From an optimization exercise on the open Yosys and OpenROAD flow, aimed at small area and a short achievable clock period; shortcuts taken in it are not production practice. Function was checked by simulation only, so behaviour that the tests miss may differ from the original.

Design fft_complex_compute, start of the top module:
module fft_complex_compute #(
  parameter DATA_WIDTH = 32
) (
  input  logic clk,
  input  logic [DATA_WIDTH-1:0] x_N,
  input  logic [DATA_WIDTH-1:0] x_M,
  input  logic [DATA_WIDTH-1:0] w_N,
  output logic [DATA_WIDTH-1:0] y_N,
  output logic [DATA_WIDTH-1:0] y_M
);
==> flow/config.mk <==
export PLATFORM = sky130hd
export DESIGN_NAME = fft_complex_compute
export DESIGN_NICKNAME = fft_complex_compute
export VERILOG_FILES = /design/flow/design.v
export SDC_FILE = /design/flow/constraint.sdc
export NUM_CORES = 4
export LEC_CHECK = 0
export ABC_AREA = 1
export CAP_MARGIN = 20
export CORE_MARGIN = 2
export CORE_UTILIZATION = 40
export CTS_CLUSTER_DIAMETER = 120
export CTS_CLUSTER_SIZE = 20
export SETUP_SLACK_MARGIN = 4.5
export SLEW_MARGIN = 20
export SYNTH_HIERARCHICAL = 1
export SYNTH_MINIMUM_KEEP_SIZE = 0
export TNS_END_PERCENT = 25
==> flow/constraint.sdc <==
create_clock -name core_clock -period 8.0 [get_ports {clk}]
set_input_delay 1.6000 -clock core_clock [delete_from_list [all_inputs] [get_ports {clk}]]
set_output_delay 1.6000 -clock core_clock [all_outputs]
set_load 0.01 [all_outputs]
standard.sh (not shown) runs the stock make flow with config.mk's settings and CLKGATE_MAP_FILE= SYNTH_SCRIPT=/design/flow/synth_recipe.tcl, a recipe that flattens the netlist after the stock synthesis.
==> flow/flow/run.sh <==
#!/bin/bash
# The standard layout (the standard.sh: ORFS synthesis through finish,
# unchanged), except that the port buffers that global placement inserts on
# every input and output are the platform's smallest buffer (buf_1) rather
# than the one buffer_ports picks by default.  Timing repair still resizes
# them where a path needs it.  The tools' output goes to standard.log.
set -euo pipefail
export BUFFER_PORTS_ARGS="-buffer_cell sky130_fd_sc_hd__buf_1"
bash standard.sh > standard.log 2>&1
Change:
Settings changed: GPL_ROUTABILITY_DRIVEN set to 0, TNS_END_PERCENT 25 to not set.
- The changed run ran to the end with no violations
- via count is lower by 0.53%
- cell area stays flat
- synthesized area stays the same
- critical path depth stays the same
- worst hold slack stays flat
Change:
Settings changed: GPL_ROUTABILITY_DRIVEN 0 to not set, TNS_END_PERCENT set to 5.
- cell area shrinks by 0.93%
- wire length hardly moves
- synthesized cell count does not change
- via count grows by 0.54%
- die area does not change
- fmax shrinks by 4.2%
- setup slack got worse by 150 ps
Change:
Settings changed: SETUP_SLACK_MARGIN 4.5 to 4.6, TNS_END_PERCENT 5 to not set.
Result: The new run finished with timing, DRC and antenna clean. Die area is unchanged. Global-route usage hardly moves. Core utilization rose by 1.3 points. Worst setup slack improves by 37 ps. Fmax rose by about 1%. Non-clock buffer count rose by 20. Clock skew barely changes. Wire length rose by 2.0%.

========
fft_complex_compute again, from the RTL that the note above started with.
==> flow/design.v (excerpt) <==
module fft_complex_compute #(
  parameter DATA_WIDTH = 32
) (
  input  logic clk,
  input  logic [DATA_WIDTH-1:0] x_N,
  input  logic [DATA_WIDTH-1:0] x_M,
  input  logic [DATA_WIDTH-1:0] w_N,
  output logic [DATA_WIDTH-1:0] y_N,
  output logic [DATA_WIDTH-1:0] y_M
);
clock: 8.0 ns
lec_check: 0
abc_area: 1
cap_margin: 20
core_margin: 2
core_utilization: 40
cts_cluster_diameter: 120
cts_cluster_size: 20
setup_slack_margin: 4.4
slew_margin: 20
synth_hierarchical: 1
synth_minimum_keep_size: 0
Scripts as last shown in full above: flow/flow/run.sh
The starting point passed the timing, DRC and antenna checks.
Next try:
==> flow/run.sh (new file) <==
#!/bin/bash
# synth_recipe.tcl (not shown) runs the flow's synth.tcl, then flattens the netlist and writes it again
# the make line also repeats each setting of config.mk as NAME=value (left out here)
make -C /OpenROAD-flow-scripts/flow DESIGN_CONFIG=/design/flow/config.mk WORK_HOME=/design/flow/orfs CLKGATE_MAP_FILE= SYNTH_SCRIPT=/design/flow/synth_recipe.tcl finish
- CTS_CLUSTER_DIAMETER: 120 -> unset
- CTS_CLUSTER_SIZE: 20 -> unset
- SETUP_SLACK_MARGIN: 4.4 -> 4.5
removed: flow/flow/run.sh
removed: flow/standard.sh
Final cell count went up by 1.5%.
Setup slack gains 0.080 ns.
Final area rises by 6.7%.
Die area does not change.
Area after synthesis stays the same.
Global-route usage rose by 0.40 points.
Routed wire length rose by 2.6%.
Utilization grows by 2.9 points.
Clock skew climbs by 0.019 ns.
Next try:
==> flow/flow/run.sh (new file) <==
#!/bin/bash
# The standard layout (the standard.sh: ORFS synthesis through finish,
# unchanged), except that the port buffers that global placement inserts on
# every input and output are the platform's smallest buffer (buf_1) rather
# than the one buffer_ports picks by default.  Timing repair still resizes
# them where a path needs it.  The tools' output goes to standard.log.
set -euo pipefail
export BUFFER_PORTS_ARGS="-buffer_cell sky130_fd_sc_hd__buf_1"
bash standard.sh > standard.log 2>&1
==> flow/standard.sh (new file) <==
#!/bin/bash
# synth_recipe.tcl (not shown) runs the flow's synth.tcl, then flattens the netlist and writes it again
# the make line also repeats each setting of config.mk as NAME=value (left out here)
make -C /OpenROAD-flow-scripts/flow DESIGN_CONFIG=/design/flow/config.mk WORK_HOME=/design/flow/orfs CLKGATE_MAP_FILE= SYNTH_SCRIPT=/design/flow/synth_recipe.tcl "${@:-finish}"
- CORE_UTILIZATION: 40 -> 55
- CTS_CLUSTER_DIAMETER: unset -> 120
- CTS_CLUSTER_SIZE: unset -> 20
removed: flow/run.sh
Outcome:
- core utilization came out higher by 13 points
- hold slack improves by 0.0066 ns
- register-to-register slack loses 0.02 ns
- die area decreases by 27%
- final area falls by about 6%
- maximum frequency went down by about 0.54%
- cell count came out lower by 8.4%

========
Another version of the RTL of fft_complex_compute (not shown whole).
For scale: roughly 3300 cells after synthesis, ~340 flip-flops, roughly 32000 um^2 of cells after synthesis.
clock: 8.0 ns
lec_check: 0
abc_area: 1
cap_margin: 20
core_margin: 2
core_utilization: 40
setup_slack_margin: 5.0
slew_margin: 20
synth_hierarchical: 1
synth_minimum_keep_size: 0
run.sh (not shown) runs the stock make flow with config.mk's settings and CLKGATE_MAP_FILE= SYNTH_SCRIPT=/design/flow/synth_recipe.tcl, a recipe that flattens the netlist after the stock synthesis.
Stock flow here: none of the scripts above is used.
The first run finished with timing, DRC and antenna clean.
Next try:
--- a/flow/config.mk
+++ b/flow/config.mk
@@ -11,3 +11,3 @@
 export CORE_UTILIZATION = 40
-export SETUP_SLACK_MARGIN = 5.0
+export SETUP_SLACK_MARGIN = 4.0
 export SLEW_MARGIN = 20
Outcome: Non-clock buffer count is lower by 202. Cell count fell by a few percent. Synthesized cell count is unchanged.

========
fft_complex_compute with an RTL version that a note above also has.
Size: roughly 340 flip-flops, roughly 160 I/O pins.
## fft_complex_compute
module fft_complex_compute #(
  parameter DATA_WIDTH = 32
) (
  input  logic clk,
  input  logic [DATA_WIDTH-1:0] x_N,
  input  logic [DATA_WIDTH-1:0] x_M,
  input  logic [DATA_WIDTH-1:0] w_N,
  output logic [DATA_WIDTH-1:0] y_N,
  output logic [DATA_WIDTH-1:0] y_M
);
==> flow/config.mk <==
export PLATFORM = sky130hd
export DESIGN_NAME = fft_complex_compute
export DESIGN_NICKNAME = fft_complex_compute
export VERILOG_FILES = /design/flow/design.v
export SDC_FILE = /design/flow/constraint.sdc
export NUM_CORES = 4
export LEC_CHECK = 0
export ABC_AREA = 1
export CAP_MARGIN = 20
export CORE_MARGIN = 2
export CORE_UTILIZATION = 40
export SETUP_SLACK_MARGIN = 4.5
export SLEW_MARGIN = 20
export SYNTH_HIERARCHICAL = 1
export SYNTH_MINIMUM_KEEP_SIZE = 0
==> flow/constraint.sdc <==
create_clock -name core_clock -period 8.0 [get_ports {clk}]
set_input_delay 1.6000 -clock core_clock [delete_from_list [all_inputs] [get_ports {clk}]]
set_output_delay 1.6000 -clock core_clock [all_outputs]
set_load 0.01 [all_outputs]
standard.sh (not shown) runs the stock make flow with config.mk's settings and CLKGATE_MAP_FILE= SYNTH_SCRIPT=/design/flow/synth_recipe.tcl, a recipe that flattens the netlist after the stock synthesis.
==> flow/flow/run.sh <==
#!/bin/bash
# The standard layout (the standard.sh: ORFS synthesis through finish,
# unchanged), except that the port buffers that global placement inserts on
# every input and output are the platform's smallest buffer (buf_1) rather
# than the one buffer_ports picks by default.  Timing repair still resizes
# them where a path needs it.  The tools' output goes to standard.log.
set -euo pipefail
export BUFFER_PORTS_ARGS="-buffer_cell sky130_fd_sc_hd__buf_1"
bash standard.sh > standard.log 2>&1
The starting point went through all stages and came out clean.
Next try:
- CTS_CLUSTER_DIAMETER: default -> 120
- CTS_CLUSTER_SIZE: default -> 20
- PLACE_DENSITY: default -> 0.75
Result: The changed run went through all stages and came out clean; final cell count shrinks slightly; die area stays the same; routed wire length grows slightly; worst hold slack improves by 0.010 ns.
Next try:
- PLACE_DENSITY: 0.75 -> default
=> Design area goes down by about 0.9%; via count came out lower by about 5%; clock-buffer cell count came out lower by 1; wire length shrinks by about 1.3%; worst setup slack is better by 0.11 ns; hold slack stays flat.
Next try:
==> flow/run.sh (new file) <==
#!/bin/bash
# synth_recipe.tcl (not shown) runs the flow's synth.tcl, then flattens the netlist and writes it again
# the make line also repeats each setting of config.mk as NAME=value (left out here)
make -C /OpenROAD-flow-scripts/flow DESIGN_CONFIG=/design/flow/config.mk WORK_HOME=/design/flow/orfs CLKGATE_MAP_FILE= SYNTH_SCRIPT=/design/flow/synth_recipe.tcl finish
- CTS_CLUSTER_DIAMETER: 120 -> 150
- CTS_CLUSTER_SIZE: 20 -> 30
removed: flow/flow/run.sh
removed: flow/standard.sh
What happened:
- critical path depth went up by 1
- utilization went up by 1.2 points
- maximum frequency went down by 1.3%
- setup slack loses 0.047 ns
- register-to-register slack loses 0.05 ns
- hold slack gains 0.0079 ns
- final cell count stays flat

port drivers added, routing unchanged:
The results above use ideal ports. As a check the final layouts listed here were re-extracted and re-timed, cells and wires unchanged. Step 1, drivers: a clkbuf_16 drives clk and a buf_2 each remaining input, both assumed. Step 2 times the ports against the registers' clock, not the clock port: input delays grow and output delays shrink by t, the midpoint of the rising clock arrivals with the driver on. Three values: ideal, step 1, step 2; two values: the first two.
run	shift t [ns]	setup WS [ns]	worst setup path at the end	clock arrival spread, ns
the first run of note 1	0.661	4.498 / 4.498 / 4.498	register to register	0.025 / 0.024
the second run of note 1	0.673	4.540 / 4.540 / 4.540	register to register	0.024 / 0.023
the third run of note 1	0.667	4.388 / 4.388 / 4.388	register to register	0.027 / 0.026
the fourth run of note 1	0.667	4.425 / 4.425 / 4.425	register to register	0.029 / 0.029
the first run of note 2	0.665	4.442 / 4.442 / 4.442	register to register	0.027 / 0.027
the second run of note 2	0.663	4.522 / 4.522 / 4.522	register to register	0.046 / 0.046
the third run of note 2	0.633	4.503 / 4.503 / 4.503	register to register	0.040 / 0.039
the first run of note 3	0.650	4.662 / 4.662 / 4.662	register to register	0.027 / 0.026
the second run of note 3	0.643	4.066 / 4.066 / 4.066	register to register	0.025 / 0.025
the first run of note 4	0.649	4.519 / 4.519 / 4.519	register to register	0.024 / 0.024
the second run of note 4	0.663	4.433 / 4.433 / 4.433	register to register	0.050 / 0.050
the third run of note 4	0.673	4.540 / 4.540 / 4.540	register to register	0.024 / 0.023
the fourth run of note 4	0.634	4.493 / 4.493 / 4.493	register to register	0.031 / 0.032
After both steps every run listed still meets setup and hold.
